What follows belongs to an exercise in optimizing a design on an open flow for small area; a production flow would make more cautious choices.
Where RTL was checked, it was by simulation tests only, not by an equivalence proof against the original.
The clock port is modelled as an ideal driver; clocking choices that lean on that would not hold on a real chip.
Power is estimated from default activity; no workload was simulated.

== build 87 ==
==> flow/design.v (excerpt) <==
module Control_unit(clock,reset,candidate1,candidate2,candidate3,candidate4,mode,UID,enter,B0,B1,led,votecount,result,totalvotes,vvpat_votedfor,pwrst,e_total_votes_casted);
input clock,reset,candidate1,candidate2,candidate3,candidate4,mode,B0,B1,enter;
input [5:0] UID;
input pwrst;
output [7:0] led;
output [3:0] votecount;
output [2:0] result;
output [7:0] totalvotes;
output [7:0] vvpat_votedfor;
output [7:0] e_total_votes_casted;
function [3:0] inc4(input [3:0] v);
  inc4 = {v[3] ^ (v[2] & v[1] & v[0]), v[2] ^ (v[1] & v[0]), v[1] ^ v[0], ~v[0]};
endfunction
function gt4(input [3:0] a, input [3:0] b);
  reg c; integer i;
  begin
    c = a[0] & ~b[0];
    for (i = 1; i < 4; i = i + 1) c = (a[i] & ~b[i]) | ((a[i] | ~b[i]) & c);
    gt4 = c;
  end
endfunction
reg [3:0] vdiv;
always @(posedge clock)
  if (reset) vdiv <= 4'd0;
  else       vdiv <= inc4(vdiv);
wire vtick = (vdiv == 4'd7);
reg [3:0] dA, dB, dC;
always @(posedge clock) begin
  if (reset)      dA <= 4'd0;
  ...
export LEC_CHECK = 0
export ABC_AREA = 1
export CAP_MARGIN = 20
export CORE_MARGIN = 2
export CORE_UTILIZATION = 40
export PLACE_DENSITY = 0.6
export SLEW_MARGIN = 20
create_clock -name core_clock -period 6.0 [get_ports {clock}]
standard.sh (not shown) runs the stock make flow with config.mk's settings and CLKGATE_MAP_FILE= SYNTH_SCRIPT=/design/flow/synth_recipe.tcl, a recipe that flattens the netlist after the stock synthesis.
==> flow/flow/run.sh <==
#!/bin/bash
# Own layout flow: the standard ORFS flow (standard.sh) with these changes:
#  - synthesis maps the logic with an area-oriented ABC script
#    (flow/abc_area.script) and lets ABC pick only the smallest drive strength;
#    the yosys passes, register mapping, flatten and renames are the standard
#    synthesis, so the registers keep their names and cells;
#  - every port still gets a buffer, but the smallest one (buf_1);
#  - CTS uses small clock buffers and no dummy loads.
# Each tool's full output goes to a log of its own in this folder.
set -euo pipefail
WORK=$(pwd)
LIB=$FLOW_HOME/platforms/sky130hd/lib/sky130_fd_sc_hd__tt_025C_1v80.lib

rm -rf "$WORK/myscripts"
cp -r "$FLOW_HOME/scripts" "$WORK/myscripts"
cp "$WORK/flow/abc_area.script" "$WORK/myscripts/abc_area.script"

# Synthesis: drive strengths above 1 are don't-use for ABC only; the layout
# steps may still size cells up.
DU=$(grep -oE 'cell \("?sky130_fd_sc_hd__[a-z0-9_]+' "$LIB" | sed -E 's/cell \("?//' | grep -vE '_(0|1)$' | tr '\n' ' ')
DU="$DU sky130_fd_sc_hd__probe_p_8 sky130_fd_sc_hd__probec_p_8 sky130_fd_sc_hd__lpflow_bleeder_1 sky130_fd_sc_hd__lpflow_clkbufkapwr_1 sky130_fd_sc_hd__lpflow_clkinvkapwr_1 sky130_fd_sc_hd__lpflow_inputiso0n_1 sky130_fd_sc_hd__lpflow_inputiso0p_1 sky130_fd_sc_hd__lpflow_inputiso1n_1 sky130_fd_sc_hd__lpflow_inputiso1p_1 sky130_fd_sc_hd__lpflow_inputisolatch_1 sky130_fd_sc_hd__lpflow_isobufsrc_1 sky130_fd_sc_hd__lpflow_lsbuf_lh_hl_isowell_tap_1 sky130_fd_sc_hd__lpflow_lsbuf_lh_isowell_tap_1"
bash standard.sh synth SCRIPTS_DIR="$WORK/myscripts" "DONT_USE_CELLS=$DU" "MIN_BUF_CELL_AND_PORTS=sky130_fd_sc_hd__buf_1 A X" > "$WORK/synth.log" 2>&1

bash standard.sh \
  "BUFFER_PORTS_ARGS=-buffer_cell sky130_fd_sc_hd__buf_1" \
  "CTS_ARGS=-sink_clustering_enable -repair_clock_nets -buf_list sky130_fd_sc_hd__clkbuf_4 -root_buf sky130_fd_sc_hd__clkbuf_4 -dont_use_dummy_load" \
  > "$WORK/layout.log" 2>&1
==> flow/flow/abc_area.script <==
strash
dch -f
map -a
mfs2
strash
dch -f
map -a
mfs2
strash
dch -f
map -a
topo
Build 87 ran to completion and came out clean on the timing, design-rule and antenna checks.
Setup changes, build 87 to build 65
==> flow/flow/run.sh <==
#!/bin/bash
# Standard ORFS layout, but synthesis maps the logic with an area-oriented
# ABC script (flow/abc_area.script) instead of ORFS's default one.
# Everything else (yosys passes, register mapping, flatten, renames) is the
# standard synthesis, so the registers keep their names and cells.
set -euo pipefail
WORK=$(pwd)
rm -rf "$WORK/myscripts"
cp -r "$FLOW_HOME/scripts" "$WORK/myscripts"
cp "$WORK/flow/abc_area.script" "$WORK/myscripts/abc_area.script"
bash standard.sh synth SCRIPTS_DIR="$WORK/myscripts" > "$WORK/synth.log" 2>&1
bash standard.sh > "$WORK/layout.log" 2>&1
--- outcome ---
Global-route usage in build 65 vs build 87: up 0.32 points
Looking at sequential share of layout area across build 87 and build 65, the one that comes out lower is build 65.
In the route summary, build 65 ends up with a via count exceeding that of build 87.
In the tables for build 87 and build 65, area of the placeable core reads higher with build 65.
Build 65 against build 87: register clock-pin slew on the reported worst setup and hold paths dropped 0.04 ns; met2 track utilization from global routing dropped 1.7 points.
Wire length of the first global-routing pass: lower on build 87
Diff build 87 -> build 65 | area fraction in compound gates after synthesis | decrease of 0.85 points
#### Input delta (build 9 over build 65)
==> flow/run.sh (new file) <==
#!/bin/bash
# synth_recipe.tcl (not shown) runs the flow's synth.tcl, then flattens the netlist and writes it again
# the make line also repeats each setting of config.mk as NAME=value (left out here)
make -C /OpenROAD-flow-scripts/flow DESIGN_CONFIG=/design/flow/config.mk WORK_HOME=/design/flow/orfs CLKGATE_MAP_FILE= SYNTH_SCRIPT=/design/flow/synth_recipe.tcl finish
removed: flow/flow/run.sh
removed: flow/flow/abc_area.script
removed: flow/standard.sh
### Flow results
Build 9 ended up with nand2_1 as its commonest non-fill, non-tap cell in the layout; build 65 ended up with clkinv_1.
Summary of build 9 over build 65: maximum fanout along the worst path now sits higher; proportion of power drawn by combinational gates level; final critical-path setup slack rose 0.027 ns; combinational power now sits higher.
Taking build 65 as the reference, in build 9 layout inverter count without the clock tree decreased 13, global-route wire length before repair increased about 13%.
Relative to build 65, total number of nets in the final design has increased by 111 in build 9.
Diff build 65 -> build 9 | via count | increase of about 12%
Relative to build 65, final design instance area without fill increased by 10% in build 9.
### build 9 -> build 75
==> flow/flow/run.sh (new file) <==
#!/bin/bash
# Own layout flow: the standard ORFS flow (standard.sh) with these changes:
#  - synthesis maps the logic with an area-oriented ABC script
#    (flow/abc_area.script) and lets ABC pick only the smallest drive strength;
#    the yosys passes, register mapping, flatten and renames are the standard
#    synthesis, so the registers keep their names and cells;
#  - every port still gets a buffer, but the smallest one (buf_1);
#  - CTS uses small clock buffers and no dummy loads.
# Each tool's full output goes to a log of its own in this folder.
set -euo pipefail
WORK=$(pwd)
LIB=$FLOW_HOME/platforms/sky130hd/lib/sky130_fd_sc_hd__tt_025C_1v80.lib

rm -rf "$WORK/myscripts"
cp -r "$FLOW_HOME/scripts" "$WORK/myscripts"
cp "$WORK/flow/abc_area.script" "$WORK/myscripts/abc_area.script"

# Synthesis: drive strengths above 1 are don't-use for ABC only; the layout
# steps may still size cells up.
DU=$(grep -oE 'cell \("?sky130_fd_sc_hd__[a-z0-9_]+' "$LIB" | sed -E 's/cell \("?//' | grep -vE '_(0|1)$' | tr '\n' ' ')
DU="$DU sky130_fd_sc_hd__probe_p_8 sky130_fd_sc_hd__probec_p_8 sky130_fd_sc_hd__lpflow_bleeder_1 sky130_fd_sc_hd__lpflow_clkbufkapwr_1 sky130_fd_sc_hd__lpflow_clkinvkapwr_1 sky130_fd_sc_hd__lpflow_inputiso0n_1 sky130_fd_sc_hd__lpflow_inputiso0p_1 sky130_fd_sc_hd__lpflow_inputiso1n_1 sky130_fd_sc_hd__lpflow_inputiso1p_1 sky130_fd_sc_hd__lpflow_inputisolatch_1 sky130_fd_sc_hd__lpflow_isobufsrc_1 sky130_fd_sc_hd__lpflow_lsbuf_lh_hl_isowell_tap_1 sky130_fd_sc_hd__lpflow_lsbuf_lh_isowell_tap_1"
bash standard.sh synth SCRIPTS_DIR="$WORK/myscripts" "DONT_USE_CELLS=$DU" > "$WORK/synth.log" 2>&1

bash standard.sh \
  "BUFFER_PORTS_ARGS=-buffer_cell sky130_fd_sc_hd__buf_1" \
  "CTS_ARGS=-sink_clustering_enable -repair_clock_nets -buf_list sky130_fd_sc_hd__clkbuf_4 -root_buf sky130_fd_sc_hd__clkbuf_4 -dont_use_dummy_load" \
  > "$WORK/layout.log" 2>&1
==> flow/flow/abc_area.script (new file) <==
strash
dch -f
map -a
mfs2
strash
dch -f
map -a
mfs2
strash
dch -f
map -a
topo
==> flow/standard.sh (new file) <==
#!/bin/bash
# synth_recipe.tcl (not shown) runs the flow's synth.tcl, then flattens the netlist and writes it again
# the make line also repeats each setting of config.mk as NAME=value (left out here)
make -C /OpenROAD-flow-scripts/flow DESIGN_CONFIG=/design/flow/config.mk WORK_HOME=/design/flow/orfs CLKGATE_MAP_FILE= SYNTH_SCRIPT=/design/flow/synth_recipe.tcl "${@:-finish}"
removed: flow/run.sh
Findings:
Build 75 is listed as incomplete: the tool reported an error in synthesis (1_2_yosys) and the run ended there.
No run of this note included a check of the RTL's function; only the layout flow was run.

* * *

## lane 1
The RTL this note starts from:
==> flow/design.v <==
`timescale 1ns / 1ps
module Control_unit(clock,reset,candidate1,candidate2,candidate3,candidate4,mode,UID,enter,B0,B1,led,votecount,result,totalvotes,vvpat_votedfor,pwrst,e_total_votes_casted);
input clock,reset,candidate1,candidate2,candidate3,candidate4,mode,B0,B1,enter;
input [5:0] UID;
input pwrst;
output [7:0] led;
output [3:0] votecount;
output [2:0] result;
output [7:0] totalvotes;
output [7:0] vvpat_votedfor;
output [7:0] e_total_votes_casted;
function [3:0] inc4(input [3:0] v);
  inc4 = {v[3] ^ (v[2] & v[1] & v[0]), v[2] ^ (v[1] & v[0]), v[1] ^ v[0], ~v[0]};
endfunction
function gt4(input [3:0] a, input [3:0] b);
  reg c; integer i;
  begin
    c = a[0] & ~b[0];
    for (i = 1; i < 4; i = i + 1) c = (a[i] & ~b[i]) | ((a[i] | ~b[i]) & c);
    gt4 = c;
  end
endfunction
reg [3:0] vdiv;
always @(posedge clock)
  if (reset) vdiv <= 4'd0;
  else       vdiv <= inc4(vdiv);
wire vtick = (vdiv == 4'd7);
reg [3:0] dA, dB, dC;
always @(posedge clock) begin
  if (reset)      dA <= 4'd0;
  else if (vtick) dA <= {candidate4, candidate3, candidate2, candidate1};
  if (vtick) begin
    dB <= dA;
    dC <= dB;
  end
end
wire [3:0] vv = dA & dB & ~dC;
wire anyvote = |vv;
localparam [63:0] VALID = 64'hB10B_7CEF_643F_55D4;
wire [7:0] H, L;
genvar gi, gj;
generate for (gi = 0; gi < 8; gi = gi + 1) begin : g_dec
  assign H[gi] = (UID[5:3] == gi);
  assign L[gi] = (UID[2:0] == gi);
end endgenerate
wire cast;                        
wire [7:0] hc = H & {8{cast}};
wire [7:0] rd;                    
generate for (gi = 0; gi < 8; gi = gi + 1) begin : g_hi
  wire [7:0] fq;
  for (gj = 0; gj < 8; gj = gj + 1) begin : g_lo
    if (VALID[gi*8+gj]) begin : g_v
      reg f;
      always @(posedge clock)
        f <= (f & ~reset) | (hc[gi] & L[gj]);
      assign fq[gj] = f;
    end else begin : g_n
      assign fq[gj] = 1'b1;
    end
  end
  assign rd[gi] = |(fq & L);
end endgenerate
wire blocked = |(rd & H);          
wire ok = mode & enter & ~reset & ~blocked;
assign cast = vtick & ok & anyvote;
reg [3:0] vc1, vc2, vc3, vc4;
always @(posedge clock)
  if (reset) begin
    vc1 <= 4'd0; vc2 <= 4'd0; vc3 <= 4'd0; vc4 <= 4'd0;
  end else if (cast) begin
    if (vv[0])      vc1 <= inc4(vc1);
    else if (vv[1]) vc2 <= inc4(vc2);
    else if (vv[2]) vc3 <= inc4(vc3);
    else            vc4 <= inc4(vc4);
  end
wire [5:0] total = vc1 + vc2 + vc3 + vc4;
assign e_total_votes_casted = {2'b00, total ^ (total >> 1)};
wire g12 = gt4(vc1, vc2), l12 = gt4(vc2, vc1);
wire g34 = gt4(vc3, vc4), l34 = gt4(vc4, vc3);
wire [3:0] m12 = l12 ? vc2 : vc1;
wire [3:0] m34 = l34 ? vc4 : vc3;
wire gf = gt4(m12, m34), lf = gt4(m34, m12);
wire w1 = gf & g12;
wire w2 = gf & l12;
wire w3 = lf & g34;
wire w4 = lf & l34;
wire [2:0] win = w1 ? 3'd1 : w2 ? 3'd2 : w3 ? 3'd3 : w4 ? 3'd4 : 3'd7;
reg [2:0] pdiv;
always @(posedge clock)
  if (pwrst) pdiv <= 3'd0;
  else       pdiv <= {pdiv[2] ^ (pdiv[1] & pdiv[0]), pdiv[1] ^ pdiv[0], ~pdiv[0]};
wire ptick = (pdiv == 3'd3);
reg pA, pB;
always @(posedge clock) begin
  if (pwrst)      pA <= 1'b0;
  else if (ptick) pA <= B0 | B1;
  if (ptick) pB <= pA;
end
wire press = ptick & (B0 | B1) & pA & ~pB;
reg [2:0] lp;
reg le;
always @(posedge clock)
  if (pwrst) begin
    lp <= 3'd0; le <= 1'b0;
  end else if (press) begin
    lp <= {lp[1] & lp[0], lp[1] ^ lp[0], ~lp[2] & ~lp[0]};
    le <= ~lp[2] & (le | (B1 == lp[0]));
  end
wire unlocked = lp[2] & ~le;
wire open = ~mode & unlocked;
assign led = {mode, open, 5'b00000, ok & anyvote};
assign result = open ? win : 3'd0;
assign totalvotes = open ? {2'b00, total} : 8'd0;
assign votecount = (open & ~reset) ?
                   (candidate1 ? vc1 : candidate2 ? vc2 : candidate3 ? vc3 : candidate4 ? vc4 : 4'd0) : 4'd0;
assign vvpat_votedfor = ok ? {5'b00000, vv[0] ? 3'd1 : vv[1] ? 3'd2 : vv[2] ? 3'd3 : vv[3] ? 3'd4 : 3'd0} : 8'd0;
endmodule
==> flow/config.mk <==
export PLATFORM = sky130hd
export DESIGN_NAME = Control_unit
export DESIGN_NICKNAME = Control_unit
export VERILOG_FILES = /design/flow/design.v
export SDC_FILE = /design/flow/constraint.sdc
export NUM_CORES = 4
export LEC_CHECK = 0
export ABC_AREA = 1
export CAP_MARGIN = 20
export CORE_MARGIN = 2
export CORE_UTILIZATION = 40
export PLACE_DENSITY = 0.6
export SLEW_MARGIN = 20
==> flow/constraint.sdc <==
create_clock -name core_clock -period 6.0 [get_ports {clock}]
set_input_delay 1.2000 -clock core_clock [delete_from_list [all_inputs] [get_ports {clock}]]
set_output_delay 1.2000 -clock core_clock [all_outputs]
set_load 0.01 [all_outputs]
==> flow/flow/run.sh <==
#!/bin/bash
# Own layout flow: the standard ORFS flow (standard.sh) with these changes:
#  - synthesis maps the logic with an area-oriented ABC script
#    (flow/abc_area.script), lets ABC pick only the smallest drive strength,
#    and leaves adders to ABC instead of mapping them to full/half-adder cells;
#    the yosys passes, register mapping, flatten and renames are the standard
#    synthesis, so the registers keep their names and cells;
#  - every port still gets a buffer, but the smallest one (buf_1);
#  - CTS uses the clock buffers in flow/cts_args.txt and no dummy loads.
# Each tool's full output goes to a log of its own in this folder.
set -euo pipefail
WORK=$(pwd)
LIB=$FLOW_HOME/platforms/sky130hd/lib/sky130_fd_sc_hd__tt_025C_1v80.lib

rm -rf "$WORK/myscripts"
cp -r "$FLOW_HOME/scripts" "$WORK/myscripts"
cp "$WORK/flow/abc_area.script" "$WORK/myscripts/abc_area.script"

# Synthesis: drive strengths above 1 are don't-use for ABC only; the layout
# steps may still size cells up.
DU=$(grep -oE 'cell \("?sky130_fd_sc_hd__[a-z0-9_]+' "$LIB" | sed -E 's/cell \("?//' | grep -vE '_(0|1)$' | tr '\n' ' ')
DU="$DU sky130_fd_sc_hd__probe_p_8 sky130_fd_sc_hd__probec_p_8 sky130_fd_sc_hd__lpflow_bleeder_1 sky130_fd_sc_hd__lpflow_clkbufkapwr_1 sky130_fd_sc_hd__lpflow_clkinvkapwr_1 sky130_fd_sc_hd__lpflow_inputiso0n_1 sky130_fd_sc_hd__lpflow_inputiso0p_1 sky130_fd_sc_hd__lpflow_inputiso1n_1 sky130_fd_sc_hd__lpflow_inputiso1p_1 sky130_fd_sc_hd__lpflow_inputisolatch_1 sky130_fd_sc_hd__lpflow_isobufsrc_1 sky130_fd_sc_hd__lpflow_lsbuf_lh_hl_isowell_tap_1 sky130_fd_sc_hd__lpflow_lsbuf_lh_isowell_tap_1"
bash standard.sh synth SCRIPTS_DIR="$WORK/myscripts" "DONT_USE_CELLS=$DU" "MIN_BUF_CELL_AND_PORTS=sky130_fd_sc_hd__buf_1 A X" ADDER_MAP_FILE= > "$WORK/synth.log" 2>&1

bash standard.sh \
  "BUFFER_PORTS_ARGS=-buffer_cell sky130_fd_sc_hd__buf_1" \
  SKIP_REPAIR_TIE_FANOUT=1 \
  "CTS_ARGS=$(cat "$WORK/flow/cts_args.txt")" \
  > "$WORK/layout.log" 2>&1
==> flow/flow/abc_area.script <==
strash
dch -f
map -a
mfs2
strash
dch -f
map -a
mfs2
strash
dch -f
map -a
topo
==> flow/flow/cts_args.txt <==
-sink_clustering_enable -repair_clock_nets -buf_list sky130_fd_sc_hd__clkbuf_4 -root_buf sky130_fd_sc_hd__clkbuf_8 -dont_use_dummy_load -sink_clustering_size 5 -sink_clustering_max_diameter 20 -sink_clustering_levels 2
Input-level comparison between lane 2 and lane 1:
Settings: SLEW_MARGIN now 0, was 20; CAP_MARGIN now 0, was 20.
-- flow/flow/run.sh --
<<< lane 1, line 7
#    synthesis, so the registers keep their names and cells;
#  - every port still gets a buffer, but the smallest one (buf_1);
#  - CTS uses the clock buffers in flow/cts_args.txt and no dummy loads.
# Each tool's full output goes to a log of its own in this folder.
set -euo pipefail
>>> lane 2, line 7
#    synthesis, so the registers keep their names and cells;
#  - every port still gets a buffer, but the smallest one (buf_1);
#  - the constant outputs share the one tie cell synthesis gives them;
#  - CTS uses the clock buffers in flow/cts_args.txt and no dummy loads, and
#    flow/fix_clock.tcl then upsizes the leaf clock buffers with many sinks.
# Each tool's full output goes to a log of its own in this folder.
set -euo pipefail
<<< lane 1, line 23
bash standard.sh synth SCRIPTS_DIR="$WORK/myscripts" "DONT_USE_CELLS=$DU" "MIN_BUF_CELL_AND_PORTS=sky130_fd_sc_hd__buf_1 A X" ADDER_MAP_FILE= > "$WORK/synth.log" 2>&1

bash standard.sh \
  "BUFFER_PORTS_ARGS=-buffer_cell sky130_fd_sc_hd__buf_1" \
  SKIP_REPAIR_TIE_FANOUT=1 \
  "CTS_ARGS=$(cat "$WORK/flow/cts_args.txt")" \
  > "$WORK/layout.log" 2>&1
>>> lane 2, line 25
bash standard.sh synth SCRIPTS_DIR="$WORK/myscripts" "DONT_USE_CELLS=$DU" "MIN_BUF_CELL_AND_PORTS=sky130_fd_sc_hd__buf_1 A X" ADDER_MAP_FILE= > "$WORK/synth.log" 2>&1

LAYOUT_VARS=(
  "BUFFER_PORTS_ARGS=-buffer_cell sky130_fd_sc_hd__buf_1"
  SKIP_REPAIR_TIE_FANOUT=1
  "CTS_ARGS=$(cat "$WORK/flow/cts_args.txt")"
)
bash standard.sh "${LAYOUT_VARS[@]}" cts > "$WORK/layout_to_cts.log" 2>&1
RES="$WORK/orfs/results/sky130hd/Control_unit/base" FIX_FANOUT=10 \
  openroad -no_init -exit "$WORK/flow/fix_clock.tcl" > "$WORK/fix_clock.log" 2>&1
bash standard.sh "${LAYOUT_VARS[@]}" > "$WORK/layout.log" 2>&1
==> flow/flow/cts_args.txt <==
-sink_clustering_enable -repair_clock_nets -buf_list sky130_fd_sc_hd__clkbuf_4 -root_buf sky130_fd_sc_hd__clkbuf_4 -dont_use_dummy_load
==> flow/flow/fix_clock.tcl (new file) <==
# After CTS: a clkbuf_4 leaf that drives many flip-flops gives them slow clock
# edges, so swap each leaf clock buffer with a large fanout for a clkbuf_8,
# then legalise the placement again.
read_db $::env(RES)/4_cts.odb
set block [ord::get_db_block]
set big [[ord::get_db] findMaster sky130_fd_sc_hd__clkbuf_8]
foreach inst [$block getInsts] {
  if {[[$inst getMaster] getName] eq "sky130_fd_sc_hd__clkbuf_4"} {
    set net [[$inst findITerm X] getNet]
    set fanout [expr {[llength [$net getITerms]] - 1}]
    if {$fanout >= $::env(FIX_FANOUT)} {
      puts "upsizing [$inst getName] (fanout $fanout)"
      $inst swapMaster $big
    }
  }
}
detailed_placement
check_placement -verbose
write_db $::env(RES)/4_cts.odb
## What came out
- The flow did not stop early for lane 1: all stages ran, and the layout cleared the timing, design-rule and antenna checks.
- Lane 2 completed; timing, DRC and antenna clean
- Relative max-transition margin delta (lane 1 -> lane 2): insignificant
- Against lane 1, total chip power in lane 2 fell by a few percent.
- Lane 2 ends up with lower routed length per instance than lane 1 does.
- On layout-stage area growth over the synthesis result, the higher figure sits with lane 1, not lane 2.
- Looking at lane 2 and lane 1, the hold slack is a wash.
### lane 2 -> lane 3
Settings: SLEW_MARGIN: 0 -> 20; CAP_MARGIN: 0 -> 20.
-- flow/flow/run.sh --
<<< lane 2, line 7
#    synthesis, so the registers keep their names and cells;
#  - every port still gets a buffer, but the smallest one (buf_1);
#  - the constant outputs share the one tie cell synthesis gives them;
#  - CTS uses the clock buffers in flow/cts_args.txt and no dummy loads, and
#    flow/fix_clock.tcl then upsizes the leaf clock buffers with many sinks.
# Each tool's full output goes to a log of its own in this folder.
set -euo pipefail
>>> lane 3, line 7
#    synthesis, so the registers keep their names and cells;
#  - every port still gets a buffer, but the smallest one (buf_1);
#  - CTS uses the clock buffers in flow/cts_args.txt and no dummy loads.
# Each tool's full output goes to a log of its own in this folder.
set -euo pipefail
<<< lane 2, line 25
bash standard.sh synth SCRIPTS_DIR="$WORK/myscripts" "DONT_USE_CELLS=$DU" "MIN_BUF_CELL_AND_PORTS=sky130_fd_sc_hd__buf_1 A X" ADDER_MAP_FILE= > "$WORK/synth.log" 2>&1

LAYOUT_VARS=(
  "BUFFER_PORTS_ARGS=-buffer_cell sky130_fd_sc_hd__buf_1"
  SKIP_REPAIR_TIE_FANOUT=1
  "CTS_ARGS=$(cat "$WORK/flow/cts_args.txt")"
)
bash standard.sh "${LAYOUT_VARS[@]}" cts > "$WORK/layout_to_cts.log" 2>&1
RES="$WORK/orfs/results/sky130hd/Control_unit/base" FIX_FANOUT=10 \
  openroad -no_init -exit "$WORK/flow/fix_clock.tcl" > "$WORK/fix_clock.log" 2>&1
bash standard.sh "${LAYOUT_VARS[@]}" > "$WORK/layout.log" 2>&1
>>> lane 3, line 23
bash standard.sh synth SCRIPTS_DIR="$WORK/myscripts" "DONT_USE_CELLS=$DU" "MIN_BUF_CELL_AND_PORTS=sky130_fd_sc_hd__buf_1 A X" ADDER_MAP_FILE= > "$WORK/synth.log" 2>&1

bash standard.sh \
  "BUFFER_PORTS_ARGS=-buffer_cell sky130_fd_sc_hd__buf_1" \
  SKIP_REPAIR_TIE_FANOUT=1 \
  "CTS_ARGS=$(cat "$WORK/flow/cts_args.txt")" \
  > "$WORK/layout.log" 2>&1
==> flow/flow/cts_args.txt <==
-sink_clustering_enable -repair_clock_nets -buf_list sky130_fd_sc_hd__clkbuf_16 -root_buf sky130_fd_sc_hd__clkbuf_8 -dont_use_dummy_load -sink_clustering_size 20
removed: flow/flow/fix_clock.tcl
[summary]
In lane 3, the utilization came out 0.40 points above the value in lane 2.
~same hold slack in lane 3 and lane 2
Lane 3 leaves more setup margin than lane 2.
Lane 2 → lane 3: total chip power has increased; fraction of area in clock buffers and inverters went up 0.87 points.
Looking at critical path launch point, the UID[0] result is from lane 3; the UID[2] one comes from lane 2.
> inputs changed (lane 3 -> lane 4)
Settings: an added GPL_TIMING_DRIVEN of 0; a change of CAP_MARGIN from 20 to 5; a change of SLEW_MARGIN from 20 to 5.
-- flow/flow/run.sh --
<<< lane 3, line 7
#    synthesis, so the registers keep their names and cells;
#  - every port still gets a buffer, but the smallest one (buf_1);
#  - CTS uses the clock buffers in flow/cts_args.txt and no dummy loads.
# Each tool's full output goes to a log of its own in this folder.
set -euo pipefail
>>> lane 4, line 7
#    synthesis, so the registers keep their names and cells;
#  - every port still gets a buffer, but the smallest one (buf_1);
#  - the constant outputs share the one tie cell synthesis gives them;
#  - CTS uses the clock buffers in flow/cts_args.txt and no dummy loads, and
#    flow/fix_clock.tcl then upsizes the leaf clock buffers with many sinks.
# Each tool's full output goes to a log of its own in this folder.
set -euo pipefail
<<< lane 3, line 23
bash standard.sh synth SCRIPTS_DIR="$WORK/myscripts" "DONT_USE_CELLS=$DU" "MIN_BUF_CELL_AND_PORTS=sky130_fd_sc_hd__buf_1 A X" ADDER_MAP_FILE= > "$WORK/synth.log" 2>&1

bash standard.sh \
  "BUFFER_PORTS_ARGS=-buffer_cell sky130_fd_sc_hd__buf_1" \
  SKIP_REPAIR_TIE_FANOUT=1 \
  "CTS_ARGS=$(cat "$WORK/flow/cts_args.txt")" \
  > "$WORK/layout.log" 2>&1
>>> lane 4, line 25
bash standard.sh synth SCRIPTS_DIR="$WORK/myscripts" "DONT_USE_CELLS=$DU" "MIN_BUF_CELL_AND_PORTS=sky130_fd_sc_hd__buf_1 A X" ADDER_MAP_FILE= > "$WORK/synth.log" 2>&1

LAYOUT_VARS=(
  "BUFFER_PORTS_ARGS=-buffer_cell sky130_fd_sc_hd__buf_1"
  SKIP_REPAIR_TIE_FANOUT=1
  "CTS_ARGS=$(cat "$WORK/flow/cts_args.txt")"
)
bash standard.sh "${LAYOUT_VARS[@]}" cts > "$WORK/layout_to_cts.log" 2>&1
RES="$WORK/orfs/results/sky130hd/Control_unit/base" FIX_FANOUT=10 \
  openroad -no_init -exit "$WORK/flow/fix_clock.tcl" > "$WORK/fix_clock.log" 2>&1
bash standard.sh "${LAYOUT_VARS[@]}" > "$WORK/layout.log" 2>&1
==> flow/flow/cts_args.txt <==
-sink_clustering_enable -repair_clock_nets -buf_list sky130_fd_sc_hd__clkbuf_4 -root_buf sky130_fd_sc_hd__clkbuf_4 -dont_use_dummy_load
==> flow/flow/fix_clock.tcl (new file) <==
# After CTS: a clkbuf_4 leaf that drives many flip-flops gives them slow clock
# edges, so swap each leaf clock buffer with a large fanout for a clkbuf_8,
# then legalise the placement again.
read_db $::env(RES)/4_cts.odb
set block [ord::get_db_block]
set big [[ord::get_db] findMaster sky130_fd_sc_hd__clkbuf_8]
foreach inst [$block getInsts] {
  if {[[$inst getMaster] getName] eq "sky130_fd_sc_hd__clkbuf_4"} {
    set net [[$inst findITerm X] getNet]
    set fanout [expr {[llength [$net getITerms]] - 1}]
    if {$fanout >= $::env(FIX_FANOUT)} {
      puts "upsizing [$inst getName] (fanout $fanout)"
      $inst swapMaster $big
    }
  }
}
detailed_placement
check_placement -verbose
write_db $::env(RES)/4_cts.odb
## What came out
The final layout from lane 4, which completed every stage, passed the timing, design-rule and antenna checks at the end of the flow.
Overflow left after global routing: lane 4 vs lane 3 identical
The routed metal-1 wire length in lane 4 was higher than what lane 3 gave.
Taking lane 3 as the reference, in lane 4 part of the total power dissipated in the clock network decreased 4.1 points; wire length decreased 71 um.
~same design area in lane 4 and lane 3
Between lane 4 and lane 3, the difference in total number of sequential cells is negligible.
Between lane 3 and lane 4, weighted congestion at the end of routability-driven global placement decreased.
Of lane 4 and lane 3, the higher setup slack belongs to lane 3.
Comparing lane 4 and lane 3, the higher total routing usage reported by global routing was measured on lane 3.
Compared with lane 3, lane 4 shows a lower total chip power.
Re period utilization: lane 4 and lane 3 aren't equal, and the lower value belongs to lane 3.
Modified inputs, lane 5 compared to lane 4
Settings: a change of CAP_MARGIN from 5 to 20; a change of SLEW_MARGIN from 5 to 20; a deleted GPL_TIMING_DRIVEN that had been 0.
-- flow/flow/run.sh --
<<< lane 4, line 7
#    synthesis, so the registers keep their names and cells;
#  - every port still gets a buffer, but the smallest one (buf_1);
#  - the constant outputs share the one tie cell synthesis gives them;
#  - CTS uses the clock buffers in flow/cts_args.txt and no dummy loads, and
#    flow/fix_clock.tcl then upsizes the leaf clock buffers with many sinks.
# Each tool's full output goes to a log of its own in this folder.
set -euo pipefail
>>> lane 5, line 7
#    synthesis, so the registers keep their names and cells;
#  - every port still gets a buffer, but the smallest one (buf_1);
#  - CTS uses the clock buffers in flow/cts_args.txt and no dummy loads.
# Each tool's full output goes to a log of its own in this folder.
set -euo pipefail
<<< lane 4, line 25
bash standard.sh synth SCRIPTS_DIR="$WORK/myscripts" "DONT_USE_CELLS=$DU" "MIN_BUF_CELL_AND_PORTS=sky130_fd_sc_hd__buf_1 A X" ADDER_MAP_FILE= > "$WORK/synth.log" 2>&1

LAYOUT_VARS=(
  "BUFFER_PORTS_ARGS=-buffer_cell sky130_fd_sc_hd__buf_1"
  SKIP_REPAIR_TIE_FANOUT=1
  "CTS_ARGS=$(cat "$WORK/flow/cts_args.txt")"
)
bash standard.sh "${LAYOUT_VARS[@]}" cts > "$WORK/layout_to_cts.log" 2>&1
RES="$WORK/orfs/results/sky130hd/Control_unit/base" FIX_FANOUT=10 \
  openroad -no_init -exit "$WORK/flow/fix_clock.tcl" > "$WORK/fix_clock.log" 2>&1
bash standard.sh "${LAYOUT_VARS[@]}" > "$WORK/layout.log" 2>&1
>>> lane 5, line 23
bash standard.sh synth SCRIPTS_DIR="$WORK/myscripts" "DONT_USE_CELLS=$DU" "MIN_BUF_CELL_AND_PORTS=sky130_fd_sc_hd__buf_1 A X" ADDER_MAP_FILE= > "$WORK/synth.log" 2>&1

bash standard.sh \
  "BUFFER_PORTS_ARGS=-buffer_cell sky130_fd_sc_hd__buf_1" \
  "CTS_ARGS=$(cat "$WORK/flow/cts_args.txt")" \
  > "$WORK/layout.log" 2>&1
==> flow/flow/cts_args.txt <==
-sink_clustering_enable -repair_clock_nets -buf_list sky130_fd_sc_hd__clkbuf_4 -root_buf sky130_fd_sc_hd__clkbuf_8 -dont_use_dummy_load -sink_clustering_size 8
removed: flow/flow/fix_clock.tcl
Results
Lower wire length on met1 was reported by lane 4, not lane 5. Fraction of final layout cells with drive strength greater than 1 (lower): lane 4. Compared with lane 4, in lane 5 worst setup slack grew by 0.26 ns, clock slew at the register clock pins of the worst setup and hold paths shrank by 0.03 ns.

[separate check: timing with driven ports]
Ports are ideal in the flow. The routed layouts listed here were re-timed in OpenROAD.
Step 1 sets driving cells, clkbuf_16 on the clock port and buf_2 on the other inputs (assumed; they add their load-dependent delay and slew).
Step 2 adds t to the input delays and takes it off the output delays; t is the mean of the earliest and latest rising clock arrival at the registers after step 1. Input paths then give back, and output paths get back, about the clock's delay inside the block.
a / b / c = ideal ports / drivers / drivers and shift; a / b = the first two.
| run | shift t [ns] | setup WS [ns] | worst hold slack (ns) | clock arrival spread, ns | worst slew at a driven data input, ns |
|---|---|---|---|---|---|
| build 87 | 0.423 | 1.135 / 1.107 / 1.158 | 0.427 / 0.427 / 0.427 | 0.040 / 0.039 | 0.03 |
| build 65 | 0.387 | 0.741 / 0.718 / 0.718 | 0.420 / 0.420 / 0.420 | 0.004 / 0.004 | 0.04 |
| build 9 | 0.374 | 0.768 / 0.745 / 0.745 | 0.428 / 0.428 / 0.428 | 0.009 / 0.010 | 0.03 |
| lane 1 | 0.359 | 1.211 / 1.184 / 1.184 | 0.432 / 0.432 / 0.432 | 0.031 / 0.031 | 0.03 |
| lane 2 | 0.427 | 1.206 / 1.179 / 1.179 | 0.432 / 0.432 / 0.432 | 0.025 / 0.026 | 0.03 |
| lane 3 | 0.359 | 1.211 / 1.184 / 1.184 | 0.432 / 0.432 / 0.432 | 0.031 / 0.031 | 0.03 |
| lane 4 | 0.410 | 1.041 / 1.018 / 1.018 | 0.431 / 0.431 / 0.431 | 0.024 / 0.023 | 0.03 |
| lane 5 | 0.365 | 1.306 / 1.275 / 1.275 | 0.425 / 0.425 / 0.425 | 0.031 / 0.030 | 0.03 |
After both steps every run listed still meets setup and hold. The setup slack of lane 5, which loses most, moves by -0.031 ns with the drivers and by -0.031 ns with both steps.
